From an optimization exercise on the open Yosys and OpenROAD flow, aimed at small area, a short achievable clock period and few clock cycles per item; shortcuts taken in it are not production practice.
Function was checked by simulation only, so behaviour that the tests miss may differ from the original.
No activity file was given, so power comes from the tool's default toggle rates.

==> config.mk <==
export PLATFORM = sky130hd
export DESIGN_NAME = IOTDF
export DESIGN_NICKNAME = IOTDF
export VERILOG_FILES = /design/flow/design.v
export SDC_FILE = /design/flow/constraint.sdc
export NUM_CORES = 4
export LEC_CHECK = 0
export ABC_CLOCK_PERIOD_IN_PS = 2000
export CAP_MARGIN = 20
export CORE_MARGIN = 2
export CORE_UTILIZATION = 40
export SETUP_SLACK_MARGIN = 3.3
export SLEW_MARGIN = 20
==> constraint.sdc <==
create_clock -name core_clock -period 5.5 [get_ports {clk}]
set_input_delay 1.1000 -clock core_clock [delete_from_list [all_inputs] [get_ports {clk}]]
set_output_delay 1.1000 -clock core_clock [all_outputs]
set_load 0.01 [all_outputs]
==> design.v <==
`timescale 1ns/10ps
module IOTDF( clk, rst, in_en, iot_in, fn_sel, busy, valid, iot_out);
    input          clk;
    input          rst;
    input          in_en;
    input  [7:0]   iot_in;
    input  [2:0]   fn_sel;
    output         busy;
    output         valid;
    output [127:0] iot_out;
    reg  [3:0]   cnt;       
    reg  [7:0]   d0;        
    reg  [7:0]   d1;        
    reg  [11:0]  s;         
    reg          first;     
    reg          g_sel;     
    reg          f_sel;     
    reg          last;      
    reg          o_valid;
    reg  [127:0] o_data;
    assign busy    = 1'b0;
    assign valid   = o_valid;
    assign iot_out = o_data;
    wire start = (cnt == 4'd0);
    wire [5:0] fs = d0[7:2] ^ d0[5:0] ^ s[7:2];
    wire [5:0] fc = (d0[7:2] & d0[5:0]) | (d0[7:2] & s[7:2]) | (d0[5:0] & s[7:2]);
    wire [1:0] hs = d0[7:6] ^ s[9:8];
    wire [1:0] hc = d0[7:6] & s[9:8];
    wire [11:0] tp = {s[11:10], hs, fs, d0[1:0]};
    wire [11:0] tq = {1'b0, hc, fc, 1'b0, s[1:0]};
    wire [11:0] t   = tp + tq;
    wire [7:0]  fir = t[11:4];
    wire [4:0] us = d0[7:3] ^ d0[4:0] ^ d1[6:2];
    wire [4:0] uc = (d0[7:3] & d0[4:0]) | (d0[7:3] & d1[6:2]) | (d0[4:0] & d1[6:2]);
    wire       hus = d0[5] ^ d1[7];
    wire       huc = d0[5] & d1[7];
    wire [11:0] up = {1'b0, d0[7:6], hus, us, d0[2:0]};
    wire [11:0] uq = {2'b00, huc, uc, 1'b1, d1[1:0], 1'b0};
    wire [11:0] s_nxt = up + uq;
    wire        p = o_data[0] & ~first;
    reg  [7:0]  gray;
    integer i;
    always @(*) begin
        gray[7] = p ^ d0[7];
        for (i = 6; i >= 0; i = i - 1) gray[i] = gray[i+1] ^ d0[i];
    end
    wire [7:0] res = ({8{g_sel}} & gray) | ({8{f_sel}} & fir);
    always @(posedge clk) begin
        d0    <= iot_in;
        d1    <= start ? 8'd0 : d0;
        s     <= start ? 12'd8 : s_nxt;
        first <= start;
        g_sel <= (fn_sel == 3'b001);
        f_sel <= (fn_sel == 3'b010);
        o_data <= {o_data[119:0], res};
        if (rst) begin
            cnt     <= 4'd0;
            last    <= 1'b0;
            o_valid <= 1'b0;
        end else begin
            if (in_en) cnt <= cnt + 4'd1;
            last    <= in_en & (cnt == 4'd15);
            o_valid <= last;
        end
    end
endmodule
==> flow/run.sh <==
#!/bin/bash
# The standard ORFS layout with two changes:
#  - synthesis maps all logic with ABC under a delay target (map -D) instead of
#    extracting full/half adder cells first (ADDER_MAP_FILE empty); sizing and
#    buffering are left to OpenROAD's repair steps;
#  - the port buffers are the smallest buffer, buf_1.
# Everything else (synthesis script, floorplan, placement, CTS, routing) is the
# standard flow. Each step's output goes to a log file in this folder.
set -euo pipefail
D=${ABC_D:-1400}
rm -rf scripts_synth
cp -r "$FLOW_HOME/scripts" scripts_synth
cat > scripts_synth/abc_speed.script <<EOS
strash
dch
map -D $D
topo
EOS
bash standard.sh SCRIPTS_DIR="$PWD/scripts_synth" ADDER_MAP_FILE= synth > synth.log 2>&1
bash standard.sh BUFFER_PORTS_ARGS="-buffer_cell sky130_fd_sc_hd__buf_1" CTS_ARGS="-sink_clustering_enable -repair_clock_nets -dont_use_dummy_load -sink_clustering_size 40 -sink_clustering_max_diameter 80 -root_buf sky130_fd_sc_hd__clkbuf_16 -buf_list \"sky130_fd_sc_hd__clkbuf_4 sky130_fd_sc_hd__clkbuf_8\"" finish > layout.log 2>&1
==> standard.sh <==
#!/bin/bash
# synth_recipe.tcl (not shown) runs the flow's synth.tcl, then flattens the netlist and writes it again
# the make line also repeats each setting of config.mk as NAME=value (left out here)
make -C /OpenROAD-flow-scripts/flow DESIGN_CONFIG=/design/flow/config.mk WORK_HOME=/design/flow/orfs CLKGATE_MAP_FILE= SYNTH_SCRIPT=/design/flow/synth_recipe.tcl "${@:-finish}"
==> results.sh, run 1 <==
export IMPL_portBuffers=142
export IMPL_die_h_um=111
export IMPL_yosys_area_share_simple_pct=14.2
export IMPL_die_x_um=111
export IMPL_synth_seq_cells=164
export IMPL_ys_warn_count=1
export IMPL_firstError="[ERROR STA-0564] clock_tree_synthesis positional arguments not supported."
export IMPL_syn_nets=454
export IMPL_synth_compound_area_share_pct=7.51
export IMPL_hpwl_um=7150
export IMPL_synth_top_family_by_area="simple AND/OR/NAND/NOR gates"
export IMPL_yosys_cell_types_count=27
export IMPL_ys_seq_area_share_pct=71.1
export IMPL_synthCells=440
export IMPL_dpl_worst_slack_ns=2.68
export IMPL_io_pins=144
export IMPL_avgSynthCellArea_um2=10.5
export IMPL_gp_congestion=0.817
export IMPL_synthXorXnorAreaFrac_pct=3.04
export IMPL_start_util_pct=40.8
export IMPL_haltStage="clock tree synthesis"
export IMPL_synth_adder_area_share_pct=0.651
export IMPL_placed_area_um2=5340
export IMPL_status="aborted with a tool error"
export IMPL_synthMuxAreaShare_pct=0
export IMPL_num_rows=39
export IMPL_synth_area_um2=4610
cell usage after synthesis:
master / n / area, µm²
and2_2: 5 / 37.5
a211oi_1: 1 / 7.51
clkinv_1: 39 / 146
buf_4: 1 / 7.51
conb_1: 1 / 3.75
xnor2_1: 4 / 35.0
o21a_1: 4 / 30.0
o31ai_1: 1 / 7.51
dfxtp_1: 164 / 3280
a21boi_0: 1 / 7.51
o41ai_1: 1 / 8.76
a21oi_1: 25 / 125
o22ai_1: 8 / 50.1
maj3_1: 3 / 30.0
xor2_1: 12 / 105
or2_2: 2 / 12.5
a31oi_1: 1 / 6.26
nand2_1: 56 / 210
nor4_1: 1 / 6.26
a21o_2: 1 / 8.76
a22oi_1: 2 / 15.0
nor2_1: 56 / 210
nor3b_1: 1 / 7.51
nor3_1: 14 / 70.1
nand3b_1: 1 / 7.51
o21ai_0: 16 / 80.1
nand3_1: 19 / 95.1
cells by family after synthesis:
group / Yosys count
DFF: 164
other: 1
AOI/OAI and AO/OA: 61
and+or+nand+nor: 155
adders and majority gates: 3
xor gates and xnor gates: 16
buffers and inverters: 40
power groups by stage:
stage / clock network (mW) / registers [mW] / logic, mW
floorplan: 0 / 1.46 / 0.178
global placement: 0 / 1.41 / 0.353
detailed placement: 0 / 1.42 / 0.355
worst max path at each step:
stage	startpoint	end	slack [ns]	depth (start not counted)
after floorplan	d0[6]$_DFF_P_	o_data[5]$_DFF_P_	3.34	11
after global placement	d0[2]$_DFF_P_	o_data[5]$_DFF_P_	2.71	11
after detailed placement	d0[2]$_DFF_P_	o_data[5]$_DFF_P_	2.68	11
metrics by stage:
stage / total power [mW] / std cells / hold slack (ns)
floorplan: 1.64 / 440 / 0.382
global placement: 1.77 / 725 / 0.331
detailed placement: 1.77 / 725 / 0.333
Testbench counts, summed over its fixed seeds: cycles 38,424, blocks 2,400.
==> inputs of run 2 (changes only) <==
--- a/flow/run.sh
+++ b/flow/run.sh
@@ -17,4 +17,4 @@
 topo
 EOS
 bash standard.sh SCRIPTS_DIR="$PWD/scripts_synth" ADDER_MAP_FILE= synth > synth.log 2>&1
-bash standard.sh BUFFER_PORTS_ARGS="-buffer_cell sky130_fd_sc_hd__buf_1" CTS_ARGS="-sink_clustering_enable -repair_clock_nets -dont_use_dummy_load -sink_clustering_size 40 -sink_clustering_max_diameter 80 -root_buf sky130_fd_sc_hd__clkbuf_16 -buf_list \"sky130_fd_sc_hd__clkbuf_4 sky130_fd_sc_hd__clkbuf_8\"" finish > layout.log 2>&1
+bash standard.sh BUFFER_PORTS_ARGS="-buffer_cell sky130_fd_sc_hd__buf_1" CTS_ARGS="-sink_clustering_enable -repair_clock_nets -dont_use_dummy_load -sink_clustering_size 30 -sink_clustering_max_diameter 150 -root_buf sky130_fd_sc_hd__clkbuf_16 -buf_list {sky130_fd_sc_hd__clkbuf_8 sky130_fd_sc_hd__clkbuf_16}" finish > layout.log 2>&1
--- a/config.mk
+++ b/config.mk
@@ -7,7 +7,7 @@
 export LEC_CHECK = 0
 export ABC_CLOCK_PERIOD_IN_PS = 2000
 export CAP_MARGIN = 20
-export CORE_MARGIN = 2
-export CORE_UTILIZATION = 40
-export SETUP_SLACK_MARGIN = 3.3
+export CORE_AREA = 2.3 2.72 109.02 108.8
+export DIE_AREA = 0 0 111.405 111.405
+export SETUP_SLACK_MARGIN = 3.45
 export SLEW_MARGIN = 20
==> results.sh, run 2 <==
export IMPL_dpl_worst_slack_ns=2.90
export IMPL_mostFrequentLayoutCell="dfxtp_1"
export IMPL_largestRegisters="o_data (128), s (11)"
export IMPL_synthCells=440
export IMPL_startpoint_type="register"
export IMPL_avgSynthCellArea_um2=10.5
export IMPL_clkTransAtPathRegs_ns=0.06
export IMPL_hpwl_um=7050
export IMPL_use_met3_pct=6.53
export IMPL_first_global_vias=3378
export IMPL_regMostFlops="o_data"
export IMPL_track_usage_pct=16.6
export IMPL_antenna_found_initial=0
export IMPL_fin_tns_setup_ns=0
export IMPL_synth_edf_count=0
export IMPL_busiest_layer="met2"
export IMPL_maxCapViolCount=0
export IMPL_setup_viol=0
export IMPL_dp_cells=725
export IMPL_gp_congestion=0.773
export IMPL_cts_hold_buffers_added=0
export IMPL_fin_area_um2=6430
export IMPL_yosys_cell_types_count=27
export IMPL_insertion_delay_ns=0.41
export IMPL_finalHoldViolCount=0
export IMPL_met2_usage_pct=28.7
export IMPL_ys_top_cells_by_area="dfxtp_1 (71%), nand2_1 (4.6%), nor2_1 (4.6%)"
export IMPL_placed_area_um2=5350
export IMPL_critPathMaxStageDelay_ns=0.35
export IMPL_ys_flop_type="dfxtp_1"
export IMPL_arrival_ns=0.91
export IMPL_met1_usage_pct=18.9
export IMPL_vias_per_cell=4.68
export IMPL_fin_hold_ws_ns=0.329
export IMPL_path_buf_inv=1
export IMPL_clock_path_buffers=2
export IMPL_antenna_cells=0
export IMPL_drt_first_pass_iters=5
export IMPL_ys_warn_count=1
export IMPL_cp_required_ns=4.40
export IMPL_ant_nets=0
export IMPL_drive_above_1_share_pct=29.0
export IMPL_finalClockSkew_ns=0.0126
export IMPL_grt_max_degree=18
export IMPL_synth_seq_cells=164
export IMPL_fillers=959
export IMPL_overflow=0
export IMPL_h_tree_depth=4
export IMPL_crit_fanout=2
export IMPL_fmax_mhz=498
export IMPL_yosysTopAreaCell="dfxtp_1"
export IMPL_cts_tree="built"
export IMPL_dieArea_um2=12400
export IMPL_fin_crit_sh_pct=36.5
export IMPL_die_x_um=111
export IMPL_yosysTopAreaCellShare_pct=71.1
export IMPL_core_area_um2=11300
export IMPL_rsz0062_at_grt="true"
export IMPL_utilization_pct=56.8
export IMPL_grt_pass1_wl_um=16200
export IMPL_syn_to_final_growth_pct=39.3
export IMPL_cts_sinks=164
export IMPL_final_max_slew_viol_count=0
export IMPL_ys_async_sr_fraction_pct=0
export IMPL_drc_errors=0
export IMPL_powerDensity_nw_per_um2=435
export IMPL_synth_common_cells="dfxtp_1 (164), nand2_1 (56), nor2_1 (56)"
export IMPL_hold_class="reg -> reg"
export IMPL_largest_reg_flops=128
export IMPL_start_util_pct=40.8
export IMPL_cts_root_buffer="clkbuf_16"
export IMPL_ys_seq_area_share_pct=71.1
export IMPL_io_pins=144
export IMPL_ir_drop_mv=0.387
export IMPL_drt_total_wl_um=10500
export IMPL_worstSetupPathType="reg -> out"
export IMPL_min_period_ns=2.01
export IMPL_worst_path_max_delay_cell="dfxtp_1"
export IMPL_stdcell_count=777
export IMPL_vias=3640
export IMPL_portBuffers=142
export IMPL_layout_common_cells="dfxtp_1 (152), buf_1 (94), nor2_1 (46)"
export IMPL_syn_nets=454
export IMPL_end_kind="output pin"
export IMPL_path_cells="buf_1"
export IMPL_num_rows=39
export IMPL_die_h_um=111
export IMPL_leakage_nw=2.69
export IMPL_synth_most_common_cell="dfxtp_1"
export IMPL_power_mw=2.80
export IMPL_status="finished clean"
export IMPL_synth_area_um2=4610
export IMPL_cts_buffers=17
export IMPL_final_net_count=650
export IMPL_wire_per_inst_um=13.5
export IMPL_critical_path_top_delay_family="flip-flops"
export IMPL_fin_ws_ns=3.49
export IMPL_drtIter0Drc=161
## run 2: kinds of logic (layout without fill, tap and decap cells)
family,count (synthesis),in the layout,synth area share (%)
compound gates,61,61,7.51
xor+xnor,16,16,3.04
fa+ha+maj,3,3,0.651
buf+inv,40,234,3.34
flops,164,164,71.1
other cells,1,1,0.0813
simple gates,155,155,14.2
## run 2: path summary, 6_finish.rpt
kind	start	end	slack (ns)	cells past startpoint
max	o_data[86]$_DFF_P_	iot_out[86]	3.49	1
min	o_data[25]$_DFF_P_	o_data[33]$_DFF_P_	0.33	0
max reg2reg	d0[6]$_DFF_P_	o_data[5]$_DFF_P_	3.50	11
min reg2reg	o_data[25]$_DFF_P_	o_data[33]$_DFF_P_	0.33	0
## run 2: layout make-up
type                            count  area, µm²  area share (%)
Sequential cell                   164       3320            51.6
Multi-Input combinational cell    236       1470            22.8
Timing Repair Buffer              178        882            13.7
Clock buffer                       17        425            6.62
Tap cell                          143        179            2.78
Inverter                           39        155            2.41
## run 2: timing repair
item | 4_1_cts | 5_1_grt
pin swaps | 16 | 26
gates resized for setup | 62 | 98
buffers inserted | 19 | 16
endpoints found under the setup margin | 26 | 51
## run 2: power breakdown
part | total, mW | leakage (nW) | internal [mW] | switching [mW]
combinational | 0.489 | 1.13 | 0.203 | 0.286
clock | 0.917 | 0.209 | 0.535 | 0.382
sequential | 1.39 | 1.35 | 1.32 | 0.0714
total | 2.80 | 2.69 | 2.06 | 0.739
## run 2: per-layer routing
layer	share of wire, %	routed length [µm]
met5	0	0
met2	51	5300
met1	41	4280
met3	7.2	756
met4	1.4	150
==> inputs of run 3 (changes only) <==
--- a/flow/run.sh
+++ b/flow/run.sh
@@ -17,4 +17,4 @@
 topo
 EOS
 bash standard.sh SCRIPTS_DIR="$PWD/scripts_synth" ADDER_MAP_FILE= synth > synth.log 2>&1
-bash standard.sh BUFFER_PORTS_ARGS="-buffer_cell sky130_fd_sc_hd__buf_1" CTS_ARGS="-sink_clustering_enable -repair_clock_nets -dont_use_dummy_load -sink_clustering_size 30 -sink_clustering_max_diameter 150 -root_buf sky130_fd_sc_hd__clkbuf_16 -buf_list {sky130_fd_sc_hd__clkbuf_8 sky130_fd_sc_hd__clkbuf_16}" finish > layout.log 2>&1
+bash standard.sh BUFFER_PORTS_ARGS="-buffer_cell sky130_fd_sc_hd__buf_1" CTS_ARGS="-sink_clustering_enable -repair_clock_nets -dont_use_dummy_load -sink_clustering_size 42 -sink_clustering_max_diameter 150 -sink_clustering_levels 1 -root_buf sky130_fd_sc_hd__clkbuf_16 -buf_list sky130_fd_sc_hd__clkbuf_16" finish > layout.log 2>&1
==> results.sh, run 3 <==
export IMPL_path_cells="buf_1"
export IMPL_drt_first_pass_iters=5
export IMPL_leakage_nw=2.69
export IMPL_synthCells=440
export IMPL_hpwl_um=7050
export IMPL_syn_to_final_growth_pct=39.3
export IMPL_synth_common_cells="dfxtp_1 (164), nand2_1 (56), nor2_1 (56)"
export IMPL_cts_tree="built"
export IMPL_fin_hold_ws_ns=0.329
export IMPL_drive_above_1_share_pct=29.0
export IMPL_clock_path_buffers=2
export IMPL_ys_seq_area_share_pct=71.1
export IMPL_status="finished clean"
export IMPL_portBuffers=142
export IMPL_powerDensity_nw_per_um2=435
export IMPL_fin_tns_setup_ns=0
export IMPL_yosysTopAreaCellShare_pct=71.1
export IMPL_finalHoldViolCount=0
export IMPL_fin_crit_sh_pct=36.5
export IMPL_ys_async_sr_fraction_pct=0
export IMPL_ys_top_cells_by_area="dfxtp_1 (71%), nand2_1 (4.6%), nor2_1 (4.6%)"
export IMPL_power_mw=2.80
export IMPL_drt_total_wl_um=10500
export IMPL_dp_cells=725
export IMPL_path_buf_inv=1
export IMPL_end_kind="output pin"
export IMPL_ys_flop_type="dfxtp_1"
export IMPL_dieArea_um2=12400
export IMPL_final_max_slew_viol_count=0
export IMPL_yosysTopAreaCell="dfxtp_1"
export IMPL_worst_path_max_delay_cell="dfxtp_1"
export IMPL_critPathMaxStageDelay_ns=0.35
export IMPL_cts_sinks=164
export IMPL_setup_viol=0
export IMPL_synth_edf_count=0
export IMPL_hold_class="reg -> reg"
export IMPL_num_rows=39
export IMPL_cp_required_ns=4.40
export IMPL_drc_errors=0
export IMPL_antenna_found_initial=0
export IMPL_worstSetupPathType="reg -> out"
export IMPL_first_global_vias=3378
export IMPL_start_util_pct=40.8
export IMPL_crit_fanout=2
export IMPL_layout_common_cells="dfxtp_1 (152), buf_1 (94), nor2_1 (46)"
export IMPL_die_h_um=111
export IMPL_cts_buffers=17
export IMPL_grt_max_degree=18
export IMPL_wire_per_inst_um=13.5
export IMPL_gp_congestion=0.773
export IMPL_antenna_cells=0
export IMPL_critical_path_top_delay_family="flip-flops"
export IMPL_arrival_ns=0.91
export IMPL_track_usage_pct=16.6
export IMPL_core_area_um2=11300
export IMPL_ir_drop_mv=0.387
export IMPL_h_tree_depth=4
export IMPL_die_x_um=111
export IMPL_grt_pass1_wl_um=16200
export IMPL_cts_root_buffer="clkbuf_16"
export IMPL_overflow=0
export IMPL_maxCapViolCount=0
export IMPL_ant_nets=0
export IMPL_min_period_ns=2.01
export IMPL_fin_area_um2=6430
export IMPL_syn_nets=454
export IMPL_yosys_cell_types_count=27
export IMPL_synth_area_um2=4610
export IMPL_rsz0062_at_grt="true"
export IMPL_mostFrequentLayoutCell="dfxtp_1"
export IMPL_placed_area_um2=5350
export IMPL_regMostFlops="o_data"
export IMPL_fmax_mhz=498
export IMPL_drtIter0Drc=161
export IMPL_startpoint_type="register"
export IMPL_final_net_count=650
export IMPL_synth_seq_cells=164
export IMPL_ys_warn_count=1
export IMPL_largestRegisters="o_data (128), s (11)"
export IMPL_synth_most_common_cell="dfxtp_1"
export IMPL_io_pins=144
export IMPL_insertion_delay_ns=0.41
export IMPL_largest_reg_flops=128
export IMPL_avgSynthCellArea_um2=10.5
export IMPL_vias_per_cell=4.68
export IMPL_clkTransAtPathRegs_ns=0.06
export IMPL_finalClockSkew_ns=0.0126
export IMPL_stdcell_count=777
export IMPL_vias=3640
-- run 3: cell counts in the layout (fill, tap and decap cells not counted) --
No cell type changed its count.
-- run 3: metrics by stage --
| step | setup slack, ns | util (%) |
|---|---|---|
| 2_1_floorplan | 3.46 | - |
| 3_3_place_gp | 2.94 | 47.2 |
| 3_5_place_dp | 2.90 | 47.2 |
| 4_1_cts | 3.41 | 53.8 |
| 5_1_grt | 3.31 | 56.8 |
| 6_report | 3.49 | 56.8 |
-- run 3: cell type report --
class / count / area, µm²
clock buffer: 17 / 425
inverter: 39 / 155
sequential: 164 / 3320
tap: 143 / 179
fill: 959 / 4890
timing repair buffer: 178 / 882
multi-input combinational: 236 / 1470
-- run 3: final timing paths --
path | cells past startpoint | to | from | slack, ns
worst min-delay path | 0 | o_data[33]$_DFF_P_ | o_data[25]$_DFF_P_ | 0.33
worst max register to register | 11 | o_data[5]$_DFF_P_ | d0[6]$_DFF_P_ | 3.50
worst max-delay path | 1 | iot_out[86] | o_data[86]$_DFF_P_ | 3.49
worst min register to register | 0 | o_data[33]$_DFF_P_ | o_data[25]$_DFF_P_ | 0.33
-- run 3: power breakdown --
| part | switching, mW | internal [mW] |
|---|---|---|
| sequential | 0.0714 | 1.32 |
| combinational | 0.286 | 0.203 |
| clock | 0.382 | 0.535 |
| total | 0.739 | 2.06 |
-- run 3: repair_timing --
| action | in CTS | in global routing |
|---|---|---|
| hold buffers | 0 | 0 |
| pin swaps | 16 | 26 |
| endpoints found under the setup margin | 26 | 51 |
| setup buffers | 19 | 16 |
| resized for setup | 62 | 98 |
-- run 3: kinds of logic after synthesis --
logic type	Yosys count	synth area share, %
AO/OA/AOI/OAI	61	7.51
buffers and inverters	40	3.34
AND/OR/NAND/NOR	155	14.2
XOR/XNOR	16	3.04
flip-flops	164	71.1
other	1	0.0813
adder cells (fa/ha/maj)	3	0.651
-- run 3: per-layer routing --
layer  vias up  track usage [%]  part of all wire [%]
li1       1808                -                     -
met1      1664             18.9                    41
met2       152             28.7                    51
met3        16             6.53                   7.2
met4         0             5.68                   1.4
met5         -                0                     0
==> inputs of run 4 (changes only) <==
--- a/flow/run.sh
+++ b/flow/run.sh
@@ -17,4 +17,4 @@
 topo
 EOS
 bash standard.sh SCRIPTS_DIR="$PWD/scripts_synth" ADDER_MAP_FILE= synth > synth.log 2>&1
-bash standard.sh BUFFER_PORTS_ARGS="-buffer_cell sky130_fd_sc_hd__buf_1" CTS_ARGS="-sink_clustering_enable -repair_clock_nets -dont_use_dummy_load -sink_clustering_size 42 -sink_clustering_max_diameter 150 -sink_clustering_levels 1 -root_buf sky130_fd_sc_hd__clkbuf_16 -buf_list sky130_fd_sc_hd__clkbuf_16" finish > layout.log 2>&1
+bash standard.sh RECOVER_POWER=100 BUFFER_PORTS_ARGS="-buffer_cell sky130_fd_sc_hd__buf_1" CTS_ARGS="-sink_clustering_enable -repair_clock_nets -dont_use_dummy_load -sink_clustering_size 40 -sink_clustering_max_diameter 80 -root_buf sky130_fd_sc_hd__clkbuf_16 -buf_list {sky130_fd_sc_hd__clkbuf_4 sky130_fd_sc_hd__clkbuf_8}" finish > layout.log 2>&1
==> results.sh, run 4 <==
export IMPL_fin_crit_sh_pct=45.8
export IMPL_synth_edf_count=0
export IMPL_synth_top_family_by_area="simple AND/OR/NAND/NOR gates"
export IMPL_final_max_slew_viol_count=0
export IMPL_avgSynthCellArea_um2=10.5
export IMPL_layout_common_cells="dfxtp_1 (157), buf_1 (137), nor2_1 (49)"
export IMPL_yosys_area_share_simple_pct=14.2
export IMPL_largest_reg_flops=128
export IMPL_ys_top_cells_by_area="dfxtp_1 (71%), nand2_1 (4.6%), nor2_1 (4.6%)"
export IMPL_syn_nets=454
export IMPL_timing_rr_end="s[10]$_SDFF_PP0_"
export IMPL_synth_seq_cells=164
export IMPL_holdPathEnd="o_data[33]$_DFF_P_"
export IMPL_startpoint_type="register"
export IMPL_ant_nets=0
export IMPL_rrSetupSlack_ns=2.98
export IMPL_holdPathStages=0
export IMPL_antenna_found_initial=0
export IMPL_fin_hold_ws_ns=0.322
export IMPL_largestRegisters="o_data (128), s (11)"
export IMPL_finalHoldViolCount=0
export IMPL_drtIter0Drc=162
export IMPL_rsz0062_at_grt="true"
export IMPL_overflow=0
export IMPL_track_usage_pct=16.0
export IMPL_vias_per_cell=4.59
export IMPL_drc_errors=0
export IMPL_die_h_um=111
export IMPL_synth_compound_area_share_pct=7.51
export IMPL_ys_async_sr_fraction_pct=0
export IMPL_core_area_um2=11300
export IMPL_portBuffers=142
export IMPL_timing_rr_start="d0[4]$_DFF_P_"
export IMPL_worstMarginPinSlew_ns=0.759
export IMPL_powerDensity_nw_per_um2=411
export IMPL_insertion_delay_ns=0.37
export IMPL_synth_most_common_cell="dfxtp_1"
export IMPL_finalClockSkew_ns=0.0202
export IMPL_wire_per_inst_um=13.0
export IMPL_ir_drop_mv=0.283
export IMPL_dieArea_um2=12400
export IMPL_rr_worst_depth=12
export IMPL_cts_sinks=164
export IMPL_synthCells=440
export IMPL_yosysTopAreaCell="dfxtp_1"
export IMPL_crit_fanout=7
export IMPL_hold_start="o_data[25]$_DFF_P_"
export IMPL_cp_required_ns=5.78
export IMPL_vias=3534
export IMPL_syn_to_final_growth_pct=30.4
export IMPL_drt_first_pass_iters=4
export IMPL_h_tree_depth=4
export IMPL_setup_viol=0
export IMPL_die_x_um=111
export IMPL_drt_total_wl_um=10000
export IMPL_yosysTopAreaCellShare_pct=71.1
export IMPL_num_rows=39
export IMPL_relSlewSlack_pct=49.4
export IMPL_fin_tns_setup_ns=0
export IMPL_min_period_ns=2.52
export IMPL_ys_warn_count=1
export IMPL_status="finished clean"
export IMPL_clkTransAtPathRegs_ns=0.09
export IMPL_first_global_vias=3297
export IMPL_synth_area_um2=4610
export IMPL_maxCapViolCount=0
export IMPL_arrival_ns=2.80
export IMPL_clock_path_buffers=2
export IMPL_start_util_pct=40.8
export IMPL_synth_adder_area_share_pct=0.651
export IMPL_final_net_count=643
export IMPL_cts_root_buffer="clkbuf_16"
export IMPL_leakage_nw=2.37
export IMPL_antenna_cells=0
export IMPL_gp_congestion=0.773
export IMPL_cts_buffers=17
export IMPL_ys_seq_area_share_pct=71.1
export IMPL_hold_class="reg -> reg"
export IMPL_hpwl_um=7050
export IMPL_grt_max_degree=18
export IMPL_grt_pass1_wl_um=15700
export IMPL_fmax_mhz=397
export IMPL_yosys_cell_types_count=27
export IMPL_synthMuxAreaShare_pct=0
export IMPL_cts_tree="built"
export IMPL_end_kind="register"
export IMPL_synthXorXnorAreaFrac_pct=3.04
export IMPL_ys_flop_type="dfxtp_1"
export IMPL_synth_common_cells="dfxtp_1 (164), nand2_1 (56), nor2_1 (56)"
export IMPL_cts_hold_buffers_added=0
export IMPL_drive_above_1_share_pct=17.1
export IMPL_worstSetupPathType="reg -> reg"
export IMPL_io_pins=144
export IMPL_mostFrequentLayoutCell="dfxtp_1"
export IMPL_regMostFlops="o_data"
==> run 4: cell counts after synthesis <==
Identical to the previous run, type by type.
==> run 4: worst max-delay path by stage <==
stage	startpoint	end	slack, ns	depth (start not counted)
floorplan	d0[2]$_DFF_P_	o_data[6]$_DFF_P_	3.46	11
global placement	d0[2]$_DFF_P_	o_data[4]$_DFF_P_	2.94	11
global route	d0[4]$_DFF_P_	s[10]$_SDFF_PP0_	2.76	12
CTS	d0[1]$_DFF_P_	o_data[4]$_DFF_P_	3.42	13
detailed placement	d0[7]$_DFF_P_	o_data[0]$_DFF_P_	2.90	12
finish	d0[4]$_DFF_P_	s[10]$_SDFF_PP0_	2.98	12
==> run 4: what timing repair did <==
item	in CTS	in global routing
setup endpoints to repair	15	16
buffers inserted	19	9
resized for setup	48	59
pin swaps	15	28
==> run 4: logic make-up (layout without fill, tap and decap cells) <==
group | count (synthesis) | count (layout)
buf+inv | 40 | 227
compound gates | 61 | 61
other cells | 1 | 1
flops | 164 | 164
fa+ha+maj | 3 | 3
xor+xnor | 16 | 16
simple gates | 155 | 155
==> run 4: power by group <==
part / total (mW) / internal (mW) / switching, mW
sequential: 1.39 / 1.32 / 0.0694
combinational: 0.446 / 0.177 / 0.269
clock: 0.638 / 0.292 / 0.346
total: 2.47 / 1.79 / 0.685
==> run 4: metal layers <==
metal | part of all wire [%] | vias to the layer above | track usage (%)
met5 | 0 | - | 0
met4 | 0.86 | 0 | 4.28
met3 | 6.9 | 6 | 6.80
met2 | 49 | 110 | 27.1
met1 | 43 | 1625 | 18.7
li1 | - | 1793 | -
==> run 4: layout make-up <==
cell class	count	area [µm²]
fillers	1020	5310
flip-flops and latches	164	3310
multi-input cells	236	1370
repair buffers	171	754
clock buffers	17	245
well taps	143	179
inverters	39	158
==> run 4: worst max-delay path: stages (launching register included) <==
cell and delay [ns]:
dfxtp_1 0.48, clkbuf_1 0.29, nand2_1 0.12, a21oi_1 0.22
o21ai_0 0.15, a21o_2 0.22, nand2_1 0.13, a21oi_4 0.08
a21oi_1 0.22, nand2_2 0.10, a31oi_1 0.27, o21ai_2 0.07
a21oi_1 0.11
==> run 4: stage by stage <==
stage	power (mW)	utilization, %	instance area (µm²)	setup slack, ns	std cells
floorplan	1.64	-	4640	3.46	440
global placement	1.77	47.2	5350	2.94	725
detailed placement	1.78	47.2	5350	2.90	725
CTS	2.47	52.0	5890	3.42	761
global route	2.61	53.1	6020	2.76	770
finish	2.47	53.1	6020	2.98	770
==> inputs of run 5 (changes only) <==
--- a/flow/run.sh
+++ b/flow/run.sh
@@ -17,4 +17,4 @@
 topo
 EOS
 bash standard.sh SCRIPTS_DIR="$PWD/scripts_synth" ADDER_MAP_FILE= synth > synth.log 2>&1
-bash standard.sh RECOVER_POWER=100 BUFFER_PORTS_ARGS="-buffer_cell sky130_fd_sc_hd__buf_1" CTS_ARGS="-sink_clustering_enable -repair_clock_nets -dont_use_dummy_load -sink_clustering_size 40 -sink_clustering_max_diameter 80 -root_buf sky130_fd_sc_hd__clkbuf_16 -buf_list {sky130_fd_sc_hd__clkbuf_4 sky130_fd_sc_hd__clkbuf_8}" finish > layout.log 2>&1
+bash standard.sh BUFFER_PORTS_ARGS="-buffer_cell sky130_fd_sc_hd__buf_1" CTS_ARGS="-sink_clustering_enable -repair_clock_nets -dont_use_dummy_load -sink_clustering_size 40 -sink_clustering_max_diameter 80 -root_buf sky130_fd_sc_hd__clkbuf_16 -buf_list {sky130_fd_sc_hd__clkbuf_4 sky130_fd_sc_hd__clkbuf_8}" finish > layout.log 2>&1
--- a/config.mk
+++ b/config.mk
@@ -7,7 +7,7 @@
 export LEC_CHECK = 0
 export ABC_CLOCK_PERIOD_IN_PS = 2000
 export CAP_MARGIN = 20
-export CORE_AREA = 2.3 2.72 109.02 108.8
-export DIE_AREA = 0 0 111.405 111.405
-export SETUP_SLACK_MARGIN = 3.45
+export CORE_MARGIN = 2
+export CORE_UTILIZATION = 40
+export SETUP_SLACK_MARGIN = 3.3
 export SLEW_MARGIN = 20
==> results.sh, run 5 <==
export IMPL_status="finished clean"
export IMPL_avgSynthCellArea_um2=10.5
export IMPL_first_global_vias=3175
export IMPL_drtIter0Drc=170
export IMPL_dpl_worst_slack_ns=2.68
export IMPL_holdPathStages=0
export IMPL_drt_total_wl_um=9900
export IMPL_io_pins=144
export IMPL_largest_reg_flops=128
export IMPL_crit_fanout=7
export IMPL_mostFrequentLayoutCell="dfxtp_1"
export IMPL_stdcell_count=767
export IMPL_insertion_delay_ns=0.37
export IMPL_die_h_um=111
export IMPL_drive_above_1_share_pct=16.8
export IMPL_synthCells=440
export IMPL_syn_nets=454
export IMPL_die_x_um=111
export IMPL_wire_per_inst_um=12.9
export IMPL_hpwl_um=7150
export IMPL_end_kind="register"
export IMPL_synth_seq_cells=164
export IMPL_rrSetupSlack_ns=3.32
export IMPL_synth_area_um2=4610
export IMPL_vias_per_cell=4.69
export IMPL_arrival_ns=2.40
export IMPL_synth_common_cells="dfxtp_1 (164), nand2_1 (56), nor2_1 (56)"
export IMPL_cts_buffers=17
export IMPL_ys_top_cells_by_area="dfxtp_1 (71%), nand2_1 (4.6%), nor2_1 (4.6%)"
export IMPL_start_util_pct=40.8
export IMPL_cts_root_buffer="clkbuf_16"
export IMPL_ys_flop_type="dfxtp_1"
export IMPL_gp_congestion=0.817
export IMPL_setup_viol=0
export IMPL_fin_hold_ws_ns=0.313
export IMPL_grt_pass1_wl_um=15000
export IMPL_worstSetupPathType="reg -> reg"
export IMPL_fin_ws_ns=3.32
export IMPL_core_area_um2=11300
export IMPL_fmax_mhz=459
export IMPL_yosysTopAreaCell="dfxtp_1"
export IMPL_fin_crit_sh_pct=39.6
export IMPL_powerDensity_nw_per_um2=408
export IMPL_leakage_nw=2.37
export IMPL_grt_max_degree=18
export IMPL_yosysTopAreaCellShare_pct=71.1
export IMPL_ys_async_sr_fraction_pct=0
export IMPL_track_usage_pct=15.6
export IMPL_dp_cells=725
export IMPL_drc_errors=0
export IMPL_finalClockSkew_ns=0.0281
export IMPL_num_rows=39
export IMPL_drt_first_pass_iters=4
export IMPL_maxCapViolCount=0
export IMPL_hold_start="o_data[11]$_DFF_P_"
export IMPL_vias=3598
export IMPL_h_tree_depth=4
export IMPL_utilization_pct=53.0
export IMPL_rr_worst_depth=14
export IMPL_power_mw=2.45
export IMPL_antenna_found_initial=0
export IMPL_ys_seq_area_share_pct=71.1
export IMPL_portBuffers=142
export IMPL_cts_hold_buffers_added=0
export IMPL_ir_drop_mv=0.245
export IMPL_timing_rr_start="d0[1]$_DFF_P_"
export IMPL_fillers=1029
export IMPL_synth_most_common_cell="dfxtp_1"
export IMPL_ys_warn_count=1
export IMPL_layout_common_cells="dfxtp_1 (155), buf_1 (142), nand2_1 (52)"
export IMPL_regMostFlops="o_data"
export IMPL_cts_sinks=164
export IMPL_largestRegisters="o_data (128), s (11)"
export IMPL_startpoint_type="register"
export IMPL_dieArea_um2=12400
export IMPL_cp_required_ns=5.72
export IMPL_rsz0062_at_grt="false"
export IMPL_clock_path_buffers=2
export IMPL_ant_nets=0
export IMPL_hold_class="reg -> reg"
export IMPL_final_max_slew_viol_count=0
export IMPL_holdPathEnd="o_data[19]$_DFF_P_"
export IMPL_timing_rr_end="o_data[4]$_DFF_P_"
export IMPL_synth_edf_count=0
export IMPL_antenna_cells=0
export IMPL_placed_area_um2=5340
export IMPL_fin_tns_setup_ns=0
export IMPL_finalHoldViolCount=0
export IMPL_yosys_cell_types_count=27
export IMPL_clkTransAtPathRegs_ns=0.09
export IMPL_fin_area_um2=6000
export IMPL_cts_tree="built"
export IMPL_final_net_count=640
export IMPL_overflow=0
export IMPL_min_period_ns=2.18
export IMPL_syn_to_final_growth_pct=30.0
[run 5: changes by cell type in the layout (fill, tap and decap cells not counted), sizes merged]
cell,before,now
buf,164,168
clkbuf,24,17
[run 5: worst max path at each step]
stage                       start                 to  slack (ns)  cells past startpoint
CTS                 d0[3]$_DFF_P_  o_data[4]$_DFF_P_        3.26                     13
detailed placement  d0[2]$_DFF_P_  o_data[5]$_DFF_P_        2.68                     11
floorplan           d0[6]$_DFF_P_  o_data[5]$_DFF_P_        3.34                     11
global route        d0[1]$_DFF_P_  o_data[6]$_DFF_P_        3.22                     13
finish              d0[1]$_DFF_P_  o_data[4]$_DFF_P_        3.32                     14
global placement    d0[2]$_DFF_P_  o_data[5]$_DFF_P_        2.71                     11
[run 5: logic make-up (layout without fill, tap and decap cells)]
kind of cell             Yosys count  after routing  synth area share (%)
XOR/XNOR                          16             16                  3.04
flip-flops                       164            164                  71.1
other                              1              1                0.0813
buffers and inverters             40            224                  3.34
adder cells (fa/ha/maj)            3              3                 0.651
AND/OR/NAND/NOR                  155            155                  14.2
AO/OA/AOI/OAI                     61             61                  7.51
[run 5: power by group]
group	internal (mW)	total (mW)	switching [mW]
combinational	0.164	0.430	0.266
clock	0.291	0.630	0.339
sequential	1.32	1.39	0.0695
[run 5: routing by layer]
metal / GRT usage, % / part of all wire [%] / vias to the layer above
li1: - / - / 1795
met4: 7.00 / 2.4 / 0
met5: 0 / 0 / -
met3: 6.26 / 8.3 / 18
met2: 26.3 / 49 / 138
met1: 17.4 / 40 / 1647
[run 5: critical path: stages, from the launching register on]
cell and delay (ns):
dfxtp_4 0.38, buf_4 0.15, nor2_4 0.09, a21oi_1 0.07, a22oi_2 0.19, a21oi_2 0.05
o41ai_2 0.19, buf_4 0.17, a21oi_4 0.06, a21oi_2 0.19, nand3_2 0.11, nand2_1 0.09
a21oi_1 0.06, o21ai_0 0.10, nand2_1 0.13
[run 5: area by class of cell]
class	instances	area (µm²)	area share, %
inverters	39	155	2.59
well taps	143	179	2.98
flip-flops and latches	164	3310	55.2
multi-input cells	236	1370	22.9
repair buffers	168	732	12.2
clock buffers	17	245	4.09
[run 5: what timing repair did]
item,in CTS,in global routing
setup buffers,5,20
pin swaps,2,20
gates resized for setup,31,50
setup endpoints to repair,13,10
==> inputs of run 6 (changes only) <==
--- a/config.mk
+++ b/config.mk
@@ -9,5 +9,5 @@
 export CAP_MARGIN = 20
 export CORE_MARGIN = 2
 export CORE_UTILIZATION = 40
-export SETUP_SLACK_MARGIN = 3.3
+export SETUP_SLACK_MARGIN = 3.4
 export SLEW_MARGIN = 20
==> results.sh, run 6 <==
export IMPL_synth_adder_area_share_pct=0.651
export IMPL_drt_total_wl_um=9860
export IMPL_yosysTopAreaCell="dfxtp_1"
export IMPL_cts_hold_buffers_added=0
export IMPL_rr_worst_depth=11
export IMPL_cts_root_buffer="clkbuf_16"
export IMPL_avgSynthCellArea_um2=10.5
export IMPL_portBuffers=142
export IMPL_synth_area_um2=4610
export IMPL_syn_to_final_growth_pct=34.6
export IMPL_fin_hold_ws_ns=0.332
export IMPL_final_max_slew_viol_count=0
export IMPL_hpwl_um=6920
export IMPL_antenna_cells=0
export IMPL_final_seq_area_um2=3310
export IMPL_ys_warn_count=1
export IMPL_power_frac_seq_pct=55.4
export IMPL_h_tree_depth=4
export IMPL_synth_top_family_by_area="simple AND/OR/NAND/NOR gates"
export IMPL_fin_tns_setup_ns=0
export IMPL_clkTransAtPathRegs_ns=0.08
export IMPL_start_util_pct=40.8
export IMPL_synth_common_cells="dfxtp_1 (164), nand2_1 (56), nor2_1 (56)"
export IMPL_hold_class="reg -> reg"
export IMPL_final_net_count=651
export IMPL_vias=3595
export IMPL_synth_edf_count=0
export IMPL_cts_tree="built"
export IMPL_rrSetupSlack_ns=3.44
export IMPL_syn_nets=454
export IMPL_track_usage_pct=15.7
export IMPL_clock_path_buffers=2
export IMPL_num_rows=39
export IMPL_drt_first_pass_iters=4
export IMPL_ys_async_sr_fraction_pct=0
export IMPL_io_pins=144
export IMPL_crit_start="d0[4]$_DFF_P_"
export IMPL_ys_top_cells_by_area="dfxtp_1 (71%), nand2_1 (4.6%), nor2_1 (4.6%)"
export IMPL_powerDensity_nw_per_um2=403
export IMPL_overflow=0
export IMPL_dieArea_um2=12400
export IMPL_insertion_delay_ns=0.36
export IMPL_placed_area_um2=5340
export IMPL_swShare_pct=28.0
export IMPL_hold_start="o_data[42]$_DFF_P_"
export IMPL_multiInputGateArea_um2=1500
export IMPL_maxCapViolCount=0
export IMPL_drive_above_1_share_pct=21.9
export IMPL_synthCells=440
export IMPL_first_global_vias=3315
export IMPL_cts_buffers=17
export IMPL_startpoint_type="register"
export IMPL_fin_area_um2=6210
export IMPL_die_h_um=111
export IMPL_yosysTopAreaCellShare_pct=71.1
export IMPL_fillers=996
export IMPL_layout_common_cells="dfxtp_1 (155), buf_1 (142), nor2_1 (46)"
export IMPL_p_comb_share_pct=19.2
export IMPL_drc_errors=0
export IMPL_synth_seq_cells=164
export IMPL_stdcell_count=778
export IMPL_min_period_ns=2.06
export IMPL_synthXorXnorAreaFrac_pct=3.04
export IMPL_holdPathEnd="o_data[50]$_DFF_P_"
export IMPL_switching_power_mw=0.702
export IMPL_timing_rr_start="d0[4]$_DFF_P_"
export IMPL_yosys_area_share_simple_pct=14.2
export IMPL_yosys_cell_types_count=27
export IMPL_holdPathStages=0
export IMPL_ant_nets=0
export IMPL_finalClockSkew_ns=0.0187
export IMPL_antenna_found_initial=0
export IMPL_rsz0062_at_grt="true"
export IMPL_fmax_mhz=486
export IMPL_cts_sinks=164
export IMPL_leakage_nw=2.44
export IMPL_dp_cells=725
export IMPL_clkPwrFrac_pct=25.4
export IMPL_ys_flop_type="dfxtp_1"
export IMPL_drtIter0Drc=139
export IMPL_cp_required_ns=5.74
export IMPL_synth_compound_area_share_pct=7.51
export IMPL_synth_most_common_cell="dfxtp_1"
export IMPL_fin_crit_sh_pct=37.4
export IMPL_regMostFlops="o_data"
export IMPL_largestRegisters="o_data (128), s (11)"
export IMPL_end_kind="register"
export IMPL_worstSetupPathType="reg -> reg"
export IMPL_arrival_ns=2.30
export IMPL_crit_fanout=6
export IMPL_ir_drop_mv=0.301
export IMPL_timing_rr_end="o_data[5]$_DFF_P_"
export IMPL_die_x_um=111
export IMPL_internal_power_mw=1.80
export IMPL_ys_seq_area_share_pct=71.1
export IMPL_gp_congestion=0.762
export IMPL_vias_per_cell=4.62
export IMPL_grt_max_degree=18
export IMPL_status="finished clean"
export IMPL_largest_reg_flops=128
export IMPL_wire_per_inst_um=12.7
export IMPL_synthMuxAreaShare_pct=0
export IMPL_core_area_um2=11300
export IMPL_grt_pass1_wl_um=15400
export IMPL_setup_viol=0
export IMPL_finalHoldViolCount=0
export IMPL_mostFrequentLayoutCell="dfxtp_1"
[run 6: cell counts after synthesis]
No cell type changed its count.
[run 6: layer usage]
| layer | up-vias | track usage, % | share of wire (%) |
|---|---|---|---|
| li1 | 1810 | - | - |
| met1 | 1637 | 17.9 | 43 |
| met2 | 129 | 26.0 | 49 |
| met3 | 19 | 6.31 | 6.4 |
| met4 | 0 | 7.49 | 1.8 |
| met5 | - | 0 | 0 |
[run 6: critical path, cell delays in order (launching register included)]
cell and delay (ns):
dfxtp_4 0.37, maj3_2 0.33, o21a_1 0.23, and2_4 0.15, nor2_4 0.15, nand2_2 0.08, o21ai_4 0.20, nand3_2 0.09
nand2_2 0.08, a21oi_1 0.07, o21ai_1 0.08, o21ai_1 0.09
[run 6: worst max path at each step]
| stage | end | slack [ns] | cells past startpoint |
|---|---|---|---|
| 2_1_floorplan | o_data[5]$_DFF_P_ | 3.43 | 11 |
| 3_3_place_gp | o_data[4]$_DFF_P_ | 2.91 | 11 |
| 3_5_place_dp | o_data[4]$_DFF_P_ | 2.87 | 11 |
| 4_1_cts | o_data[5]$_DFF_P_ | 3.35 | 11 |
| 5_1_grt | o_data[0]$_DFF_P_ | 3.35 | 12 |
| 6_report | o_data[5]$_DFF_P_ | 3.44 | 11 |
[run 6: what timing repair did]
action | CTS | global route
pin swaps | 12 | 29
setup endpoints to repair | 14 | 13
resized for setup | 38 | 72
setup buffers | 13 | 23
hold endpoints to repair | 0 | 0
[run 6: power groups by stage]
stage / Clock (mW) / Combinational, mW / Sequential (mW)
finish: 0.637 / 0.481 / 1.39
global route: 0.711 / 0.525 / 1.40
CTS: 0.671 / 0.395 / 1.39
detailed placement: 0 / 0.356 / 1.42
global placement: 0 / 0.354 / 1.41
floorplan: 0 / 0.179 / 1.46
[run 6: logic make-up after synthesis]
logic type	after synthesis
flip-flops	164
XOR/XNOR	16
adder cells (fa/ha/maj)	3
buffers and inverters	40
other	1
AO/OA/AOI/OAI	61
AND/OR/NAND/NOR	155
[run 6: metrics by stage]
step,total power [mW],util [%],setup slack [ns]
2_1_floorplan,1.64,-,3.43
3_3_place_gp,1.77,47.2,2.91
3_5_place_dp,1.77,47.2,2.87
4_1_cts,2.46,51.2,3.35
5_1_grt,2.64,54.9,3.35
6_report,2.50,54.9,3.44
[run 6: cell type report]
cell class / instances / area share, %
multi-input cells: 236 / 24.2
inverters: 39 / 2.48
repair buffers: 179 / 13.1
clock buffers: 17 / 3.95
well taps: 143 / 2.88
flip-flops and latches: 164 / 53.4
==> inputs of run 7 (changes only) <==
--- a/config.mk
+++ b/config.mk
@@ -7,7 +7,7 @@
 export LEC_CHECK = 0
 export ABC_CLOCK_PERIOD_IN_PS = 2000
 export CAP_MARGIN = 20
-export CORE_MARGIN = 2
-export CORE_UTILIZATION = 40
-export SETUP_SLACK_MARGIN = 3.4
+export CORE_AREA = 2.3 2.72 109.02 108.8
+export DIE_AREA = 0 0 111.405 111.405
+export SETUP_SLACK_MARGIN = 3.35
 export SLEW_MARGIN = 20
==> results.sh, run 7 <==
export IMPL_status="finished clean"
export IMPL_end_kind="register"
export IMPL_timing_rr_start="d0[4]$_DFF_P_"
export IMPL_largest_reg_flops=128
export IMPL_ant_nets=0
export IMPL_arrival_ns=2.37
export IMPL_critical_path_top_delay_family="compound AO/OA/AOI/OAI gates"
export IMPL_rrSetupSlack_ns=3.36
export IMPL_p_comb_share_pct=18.4
export IMPL_largestRegisters="o_data (128), s (11)"
export IMPL_path_cells="buf_12 -> maj3_2 -> o21a_1 -> and2_4 -> nor2_4 -> nand2_2 -> o21ai_2 -> nand3_1 -> nand2_1 -> a21oi_1 -> o21ai_1 -> o21ai_1"
export IMPL_synth_seq_cells=164
export IMPL_cp_required_ns=5.74
export IMPL_overflow=0
export IMPL_fmax_mhz=468
export IMPL_switching_power_mw=0.684
export IMPL_powerDensity_nw_per_um2=409
export IMPL_hpwl_um=7150
export IMPL_worst_path_max_delay_cell="dfxtp_4"
export IMPL_crit_fanout=7
export IMPL_crit_start="d0[4]$_DFF_P_"
export IMPL_drtIter0Drc=178
export IMPL_setup_viol=0
export IMPL_regMostFlops="o_data"
export IMPL_clkTransAtPathRegs_ns=0.09
export IMPL_dieArea_um2=12400
export IMPL_dp_cells=725
export IMPL_worstSetupPathType="reg -> reg"
export IMPL_min_period_ns=2.14
export IMPL_leakage_nw=2.38
export IMPL_grt_max_degree=18
export IMPL_stdcell_count=768
export IMPL_drive_above_1_share_pct=17.9
export IMPL_ys_top_cells_by_area="dfxtp_1 (71%), nand2_1 (4.6%), nor2_1 (4.6%)"
export IMPL_syn_nets=454
export IMPL_yosysTopAreaCell="dfxtp_1"
export IMPL_yosysTopAreaCellShare_pct=71.1
export IMPL_cts_sinks=164
export IMPL_critPathMaxStageDelay_ns=0.38
export IMPL_track_usage_pct=15.8
export IMPL_synth_common_cells="dfxtp_1 (164), nand2_1 (56), nor2_1 (56)"
export IMPL_timing_rr_end="o_data[5]$_DFF_P_"
export IMPL_syn_to_final_growth_pct=31.3
export IMPL_cts_buffers=17
export IMPL_finalClockSkew_ns=0.0283
export IMPL_maxCapViolCount=0
export IMPL_cp_depth=12
export IMPL_mostFrequentLayoutCell="dfxtp_1"
export IMPL_synthCells=440
export IMPL_h_tree_depth=4
export IMPL_fin_tns_setup_ns=0
export IMPL_synth_area_um2=4610
export IMPL_die_x_um=111
export IMPL_rsz0062_at_grt="true"
export IMPL_fin_hold_ws_ns=0.313
export IMPL_antenna_cells=0
export IMPL_vias_per_cell=4.65
export IMPL_wire_per_inst_um=12.9
export IMPL_drc_errors=0
export IMPL_cts_tree="built"
export IMPL_utilization_pct=53.5
export IMPL_path_buf_inv=1
export IMPL_synth_edf_count=0
export IMPL_power_frac_seq_pct=56.1
export IMPL_rr_worst_depth=12
export IMPL_num_rows=39
export IMPL_cts_root_buffer="clkbuf_16"
export IMPL_clkPwrFrac_pct=25.5
export IMPL_crit_top_cell="o21ai_1"
export IMPL_hold_class="reg -> reg"
export IMPL_clock_path_buffers=2
export IMPL_first_global_vias=3235
export IMPL_crit_end="o_data[5]$_DFF_P_"
export IMPL_die_h_um=111
export IMPL_antenna_found_initial=0
export IMPL_yosys_cell_types_count=27
export IMPL_fin_area_um2=6060
export IMPL_io_pins=144
export IMPL_avgSynthCellArea_um2=10.5
export IMPL_ys_seq_area_share_pct=71.1
export IMPL_ys_flop_type="dfxtp_1"
export IMPL_gp_congestion=0.817
export IMPL_drt_first_pass_iters=4
export IMPL_final_max_slew_viol_count=0
export IMPL_start_util_pct=40.8
export IMPL_ir_drop_mv=0.246
export IMPL_final_net_count=641
export IMPL_ys_warn_count=1
export IMPL_insertion_delay_ns=0.37
export IMPL_swShare_pct=27.6
export IMPL_synth_most_common_cell="dfxtp_1"
export IMPL_fin_crit_sh_pct=38.8
export IMPL_layout_common_cells="dfxtp_1 (155), buf_1 (142), nor2_1 (48)"
export IMPL_internal_power_mw=1.79
export IMPL_placed_area_um2=5340
export IMPL_drt_total_wl_um=9930
export IMPL_grt_pass1_wl_um=15200
export IMPL_ys_async_sr_fraction_pct=0
export IMPL_startpoint_type="register"
export IMPL_finalHoldViolCount=0
export IMPL_portBuffers=142
export IMPL_vias=3575
export IMPL_core_area_um2=11300
==> run 7: cell counts after synthesis <==
No cell type changed its count.
==> run 7: logic make-up (layout without fill, tap and decap cells) <==
| logic type | after synthesis | after routing | share of synthesized area (%) |
|---|---|---|---|
| flops | 164 | 164 | 71.1 |
| simple gates | 155 | 155 | 14.2 |
| compound gates | 61 | 61 | 7.51 |
| buf+inv | 40 | 225 | 3.34 |
| xor+xnor | 16 | 16 | 3.04 |
| fa+ha+maj | 3 | 3 | 0.651 |
| other cells | 1 | 1 | 0.0813 |
==> run 7: worst min path at each step <==
| stage | cells past startpoint | slack (ns) | from | end |
|---|---|---|---|---|
| detailed placement | 0 | 0.33 | o_data[26]$_DFF_P_ | o_data[34]$_DFF_P_ |
| floorplan | 0 | 0.38 | o_data[92]$_DFF_P_ | o_data[100]$_DFF_P_ |
| global placement | 0 | 0.33 | o_data[48]$_DFF_P_ | o_data[56]$_DFF_P_ |
| global route | 0 | 0.30 | o_data[11]$_DFF_P_ | o_data[19]$_DFF_P_ |
| CTS | 0 | 0.31 | o_data[11]$_DFF_P_ | o_data[19]$_DFF_P_ |
| finish | 0 | 0.31 | o_data[11]$_DFF_P_ | o_data[19]$_DFF_P_ |
==> run 7: through the flow <==
| step | setup WS, ns | power, mW |
|---|---|---|
| after CTS | 3.34 | 2.45 |
| after global placement | 2.71 | 1.77 |
| after global routing | 3.26 | 2.61 |
| final | 3.36 | 2.48 |
| after detailed placement | 2.68 | 1.77 |
| after floorplan | 3.34 | 1.64 |
==> run 7: repair_timing <==
action,in CTS,in global routing
pin swaps,8,25
endpoints found under the setup margin,13,10
resized for setup,41,47
buffers inserted,13,13
hold buffers,0,0
==> run 7: area by class of cell <==
| type | count | area (µm²) |
|---|---|---|
| Timing Repair Buffer | 169 | 764 |
| Fill cell | 1029 | 5260 |
| Tap cell | 143 | 179 |
| Inverter | 39 | 155 |
| Clock buffer | 17 | 245 |
| Sequential cell | 164 | 3310 |
| Multi-Input combinational cell | 236 | 1400 |
==> run 7: layer usage <==
metal	vias up	global-route usage [%]	routed length, µm
li1	1800	-	-
met1	1633	17.5	4040
met2	128	26.6	4970
met3	14	6.48	719
met4	0	7.49	198
met5	-	0	0
==> run 7: power by group through the flow <==
stage               clock (mW)  combinational [mW]  sequential [mW]
finish                   0.631               0.457             1.39
global route             0.708               0.500             1.41
CTS                      0.660               0.397             1.39
detailed placement           0               0.355             1.42
global placement             0               0.353             1.41
floorplan                    0               0.178             1.46
==> inputs of run 8 (changes only) <==
--- a/config.mk
+++ b/config.mk
@@ -9,5 +9,5 @@
 export CAP_MARGIN = 20
 export CORE_AREA = 2.3 2.72 109.02 108.8
 export DIE_AREA = 0 0 111.405 111.405
-export SETUP_SLACK_MARGIN = 3.35
+export SETUP_SLACK_MARGIN = 3.55
 export SLEW_MARGIN = 20
==> results.sh, run 8 <==
export IMPL_status="finished clean"
export IMPL_antenna_found_initial=0
export IMPL_syn_to_final_growth_pct=58.1
export IMPL_drive_above_1_share_pct=63.0
export IMPL_yosys_cell_types_count=27
export IMPL_dp_cells=725
export IMPL_p_comb_share_pct=24.0
export IMPL_die_x_um=111
export IMPL_fin_crit_sh_pct=38.9
export IMPL_path_buf_inv=2
export IMPL_drc_errors=0
export IMPL_swShare_pct=28.2
export IMPL_hpwl_um=7290
export IMPL_wire_per_inst_um=15.3
export IMPL_track_usage_pct=17.4
export IMPL_arrival_ns=2.41
export IMPL_layout_common_cells="dfxtp_2 (115), buf_6 (87), buf_4 (53)"
export IMPL_utilization_pct=64.4
export IMPL_overflow=0
export IMPL_syn_nets=454
export IMPL_powerDensity_nw_per_um2=375
export IMPL_internal_power_mw=1.97
export IMPL_fin_hold_ws_ns=0.313
export IMPL_hold_class="reg -> reg"
export IMPL_largestRegisters="o_data (128), s (11)"
export IMPL_clkTransAtPathRegs_ns=0.09
export IMPL_ys_async_sr_fraction_pct=0
export IMPL_h_tree_depth=4
export IMPL_stdcell_count=802
export IMPL_first_global_vias=3555
export IMPL_maxCapViolCount=0
export IMPL_switching_power_mw=0.771
export IMPL_cts_root_buffer="clkbuf_16"
export IMPL_crit_top_cell="nand2_1"
export IMPL_ir_drop_mv=0.292
export IMPL_vias=3803
export IMPL_end_kind="register"
export IMPL_drt_total_wl_um=12300
export IMPL_clkPwrFrac_pct=23.8
export IMPL_io_pins=144
export IMPL_power_mw=2.74
export IMPL_final_net_count=675
export IMPL_cts_buffers=17
export IMPL_grt_pass1_wl_um=16700
export IMPL_yosysTopAreaCell="dfxtp_1"
export IMPL_synth_area_um2=4610
export IMPL_ys_warn_count=1
export IMPL_startpoint_type="register"
export IMPL_drt_first_pass_iters=5
export IMPL_ys_seq_area_share_pct=71.1
export IMPL_min_period_ns=2.14
export IMPL_mostFrequentLayoutCell="dfxtp_2"
export IMPL_num_rows=39
export IMPL_path_cells="buf_6 -> nand2_1 -> a21oi_2 -> o22ai_2 -> and2_4 -> nor2_2 -> nand2_1 -> o21ai_2 -> buf_4 -> a21oi_4 -> xor2_1 -> o22ai_1"
export IMPL_critical_path_top_delay_family="compound AO/OA/AOI/OAI gates"
export IMPL_antenna_cells=0
export IMPL_avgSynthCellArea_um2=10.5
export IMPL_finalHoldViolCount=0
export IMPL_clock_path_buffers=2
export IMPL_critPathMaxStageDelay_ns=0.41
export IMPL_synth_seq_cells=164
export IMPL_leakage_nw=3.23
export IMPL_die_h_um=111
export IMPL_rsz0062_at_grt="true"
export IMPL_ant_nets=0
export IMPL_synth_most_common_cell="dfxtp_1"
export IMPL_cp_required_ns=5.77
export IMPL_vias_per_cell=4.74
export IMPL_crit_fanout=6
export IMPL_power_frac_seq_pct=52.2
export IMPL_fillers=838
export IMPL_regMostFlops="o_data"
export IMPL_ys_flop_type="dfxtp_1"
export IMPL_yosysTopAreaCellShare_pct=71.1
export IMPL_grt_max_degree=18
export IMPL_synthCells=440
export IMPL_worst_path_max_delay_cell="dfxtp_4"
export IMPL_fin_tns_setup_ns=0
export IMPL_largest_reg_flops=128
export IMPL_gp_congestion=0.800
export IMPL_cts_sinks=164
export IMPL_ys_top_cells_by_area="dfxtp_1 (71%), nand2_1 (4.6%), nor2_1 (4.6%)"
export IMPL_final_max_slew_viol_count=0
export IMPL_cts_tree="built"
export IMPL_worstSetupPathType="reg -> reg"
export IMPL_start_util_pct=40.8
export IMPL_synth_common_cells="dfxtp_1 (164), nand2_1 (56), nor2_1 (56)"
export IMPL_portBuffers=142
export IMPL_insertion_delay_ns=0.37
export IMPL_cts_hold_buffers_added=0
export IMPL_finalClockSkew_ns=0.0270
export IMPL_drtIter0Drc=175
export IMPL_core_area_um2=11300
export IMPL_fmax_mhz=467
export IMPL_synth_edf_count=0
export IMPL_dieArea_um2=12400
export IMPL_setup_viol=0
==> run 8: cell counts after synthesis <==
No cell type changed its count.
==> run 8: worst register-to-register path: cells and delay by family, from the launching register on <==
kind / cells / cell delay, ns
buffers and inverters: 2 / 0.29
DFF: 1 / 0.41
AOI/OAI and AO/OA: 5 / 0.72
and+or+nand+nor: 4 / 0.48
xor gates and xnor gates: 1 / 0.17
==> run 8: power groups by stage <==
stage	sequential [mW]	combinational (mW)	clock (mW)
floorplan	1.46	0.184	0
global placement	1.41	0.359	0
detailed placement	1.42	0.362	0
CTS	1.40	0.496	0.667
global route	1.44	0.698	0.723
finish	1.43	0.656	0.652
==> run 8: cell type report <==
class / count / area [µm²] / share of cell area (%)
Clock buffer: 17 / 245 / 3.36
Inverter: 39 / 159 / 2.18
Multi-Input combinational cell: 236 / 1580 / 21.6
Sequential cell: 164 / 3460 / 47.4
Tap cell: 143 / 179 / 2.45
Timing Repair Buffer: 203 / 1670 / 22.9
==> run 8: kinds of logic (layout without fill, tap and decap cells) <==
group	Yosys count	count (layout)	synth area share, %
DFF	164	164	71.1
and+or+nand+nor	155	155	14.2
AOI/OAI and AO/OA	61	61	7.51
buffers and inverters	40	259	3.34
xor gates and xnor gates	16	16	3.04
adders and majority gates	3	3	0.651
other	1	1	0.0813
==> run 8: what timing repair did <==
item	in CTS	in global routing
pin swaps	25	37
gates cloned	0	0
resized for setup	236	204
setup buffers	39	21
endpoints found under the setup margin	134	133
==> run 8: path summary, 6_finish.rpt <==
path / end / slack, ns / cells past startpoint / startpoint
setup / recovery: o_data[7]$_DFF_P_ / 3.36 / 12 / d0[3]$_DFF_P_
hold / removal: o_data[19]$_DFF_P_ / 0.31 / 0 / o_data[11]$_DFF_P_
setup reg to reg: o_data[7]$_DFF_P_ / 3.36 / 12 / d0[3]$_DFF_P_
hold reg to reg: o_data[19]$_DFF_P_ / 0.31 / 0 / o_data[11]$_DFF_P_
==> run 8: layer usage <==
layer,GRT usage (%),part of all wire (%),vias to the layer above
met5,0,0,-
met1,18.7,39,1783
met2,31.1,53,148
met3,6.53,6.2,17
li1,-,-,1855
met4,6.42,1.8,0
==> run 8: per-stage QoR <==
step           instance area (µm²)  setup slack, ns
4_1_cts                       6400             3.39
3_3_place_gp                  5380             3.10
6_report                      7300             3.36
3_5_place_dp                  5380             3.06
5_1_grt                       7300             3.29
2_1_floorplan                 4660             3.55
==> inputs of run 9 (changes only) <==
--- a/config.mk
+++ b/config.mk
@@ -9,5 +9,5 @@
 export CAP_MARGIN = 20
 export CORE_AREA = 2.3 2.72 109.02 108.8
 export DIE_AREA = 0 0 111.405 111.405
-export SETUP_SLACK_MARGIN = 3.55
+export SETUP_SLACK_MARGIN = 3.5
 export SLEW_MARGIN = 20
==> results.sh, run 9 <==
export IMPL_gp_congestion=0.790
export IMPL_ant_nets=0
export IMPL_setup_viol=0
export IMPL_largest_reg_flops=128
export IMPL_grt_pass1_wl_um=15800
export IMPL_powerDensity_nw_per_um2=397
export IMPL_cts_hold_buffers_added=0
export IMPL_insertion_delay_ns=0.37
export IMPL_status="finished clean"
export IMPL_synth_top_family_by_area="simple AND/OR/NAND/NOR gates"
export IMPL_drtIter0Drc=152
export IMPL_rrSetupSlack_ns=3.46
export IMPL_dieArea_um2=12400
export IMPL_antenna_found_initial=0
export IMPL_h_tree_depth=4
export IMPL_ys_top_cells_by_area="dfxtp_1 (71%), nand2_1 (4.6%), nor2_1 (4.6%)"
export IMPL_rr_worst_depth=10
export IMPL_synth_common_cells="dfxtp_1 (164), nand2_1 (56), nor2_1 (56)"
export IMPL_clkTransAtPathRegs_ns=0.08
export IMPL_hold_class="reg -> reg"
export IMPL_finalClockSkew_ns=0.0190
export IMPL_antenna_cells=0
export IMPL_holdPathStages=0
export IMPL_startpoint_type="register"
export IMPL_start_util_pct=40.8
export IMPL_ys_seq_area_share_pct=71.1
export IMPL_synthCells=440
export IMPL_fin_crit_sh_pct=37.1
export IMPL_timing_rr_end="o_data[7]$_DFF_P_"
export IMPL_crit_fanout=7
export IMPL_timing_rr_start="d0[4]$_DFF_P_"
export IMPL_placed_area_um2=5350
export IMPL_drc_errors=0
export IMPL_cts_buffers=17
export IMPL_portBuffers=142
export IMPL_end_kind="register"
export IMPL_ys_flop_type="dfxtp_1"
export IMPL_die_h_um=111
export IMPL_core_area_um2=11300
export IMPL_dp_cells=725
export IMPL_holdPathEnd="o_data[39]$_DFF_P_"
export IMPL_regMostFlops="o_data"
export IMPL_yosys_cell_types_count=27
export IMPL_num_rows=39
export IMPL_mostFrequentLayoutCell="dfxtp_1"
export IMPL_dpl_worst_slack_ns=2.95
export IMPL_die_x_um=111
export IMPL_synth_adder_area_share_pct=0.651
export IMPL_avgSynthCellArea_um2=10.5
export IMPL_hpwl_um=7120
export IMPL_ys_async_sr_fraction_pct=0
export IMPL_fin_area_um2=6370
export IMPL_syn_to_final_growth_pct=38.1
export IMPL_synth_edf_count=0
export IMPL_wire_per_inst_um=13.2
export IMPL_fin_tns_setup_ns=0
export IMPL_yosysTopAreaCellShare_pct=71.1
export IMPL_layout_common_cells="dfxtp_1 (146), buf_1 (80), nor2_1 (46)"
export IMPL_overflow=0
export IMPL_synth_most_common_cell="dfxtp_1"
export IMPL_largestRegisters="o_data (128), s (11)"
export IMPL_drt_total_wl_um=10300
export IMPL_yosys_area_share_simple_pct=14.2
export IMPL_stdcell_count=781
export IMPL_hold_start="o_data[31]$_DFF_P_"
export IMPL_clock_path_buffers=2
export IMPL_yosysTopAreaCell="dfxtp_1"
export IMPL_drt_first_pass_iters=4
export IMPL_first_global_vias=3372
export IMPL_arrival_ns=2.27
export IMPL_synth_seq_cells=164
export IMPL_syn_nets=454
export IMPL_rsz0062_at_grt="true"
export IMPL_leakage_nw=2.70
export IMPL_ys_warn_count=1
export IMPL_synth_area_um2=4610
export IMPL_min_period_ns=2.04
export IMPL_ir_drop_mv=0.271
export IMPL_cts_sinks=164
export IMPL_track_usage_pct=16.2
export IMPL_final_net_count=654
export IMPL_synthXorXnorAreaFrac_pct=3.04
export IMPL_vias=3656
export IMPL_cts_tree="built"
export IMPL_worstSetupPathType="reg -> reg"
export IMPL_vias_per_cell=4.68
export IMPL_io_pins=144
export IMPL_drive_above_1_share_pct=33.9
export IMPL_fmax_mhz=490
export IMPL_maxCapViolCount=0
export IMPL_fin_ws_ns=3.46
export IMPL_finalHoldViolCount=0
export IMPL_utilization_pct=56.3
export IMPL_grt_max_degree=18
export IMPL_cp_required_ns=5.72
export IMPL_synth_compound_area_share_pct=7.51
export IMPL_final_max_slew_viol_count=0
export IMPL_synthMuxAreaShare_pct=0
export IMPL_cts_root_buffer="clkbuf_16"
==> run 9: repair_timing <==
item / CTS / global route
setup endpoints to repair: 30 / 61
resized for setup: 80 / 106
setup buffers: 22 / 17
pin swaps: 14 / 26
==> run 9: area by class of cell <==
type                    instances  area (µm²)
inverters                      39         159
repair buffers                182         948
multi-input cells             236        1510
fillers                       975        4950
clock buffers                  17         245
well taps                     143         179
flip-flops and latches        164        3330
==> run 9: critical path, stage by stage, from the launching register on <==
cell and delay, ns:
dfxtp_4 0.38, maj3_2 0.33, o21a_1 0.19, buf_4 0.14, nor2_4 0.12, nor2_4 0.05
a21oi_1 0.16, o21ai_2 0.12, a21oi_1 0.17, xor2_1 0.16, o22ai_1 0.09
==> run 9: worst max-delay path by stage <==
stage / from / end / slack [ns] / depth (start not counted)
global route: d0[4]$_DFF_P_ / o_data[7]$_DFF_P_ / 3.33 / 10
finish: d0[4]$_DFF_P_ / o_data[7]$_DFF_P_ / 3.46 / 10
CTS: d0[1]$_DFF_P_ / o_data[5]$_DFF_P_ / 3.36 / 12
floorplan: d0[6]$_DFF_P_ / o_data[5]$_DFF_P_ / 3.49 / 11
global placement: d0[7]$_DFF_P_ / o_data[0]$_DFF_P_ / 2.94 / 12
detailed placement: d0[7]$_DFF_P_ / o_data[0]$_DFF_P_ / 2.95 / 12
==> run 9: cells by family (layout without fill, tap and decap cells) <==
kind of cell,count (synthesis),count (layout)
flops,164,164
other cells,1,1
compound gates,61,61
xor+xnor,16,16
fa+ha+maj,3,3
buf+inv,40,238
simple gates,155,155
==> run 9: power by group <==
part	internal, mW	switching (mW)
Sequential	1.32	0.0719
Combinational	0.209	0.288
Clock	0.292	0.346
Total	1.82	0.707
==> run 9: metrics by stage <==
step           hold WS (ns)  power [mW]
6_report              0.327        2.53
5_1_grt               0.328        2.65
4_1_cts               0.340        2.47
3_5_place_dp          0.334        1.78
3_3_place_gp          0.331        1.77
2_1_floorplan         0.382        1.64
==> run 9: per-layer routing <==
layer	up-vias	wire [µm]	global-route usage (%)
li1	1813	-	-
met1	1688	4230	18.7
met2	131	5180	27.0
met3	24	659	5.66
met4	0	272	8.23
met5	-	0	0

Check on run 9: ideal ports give 3.459 ns setup slack; a clkbuf_16 on the clock port and buf_2 on the inputs give 3.459 ns; moving port delays by the midpoint clock arrival (0.396 ns) as well gives 3.459 ns.
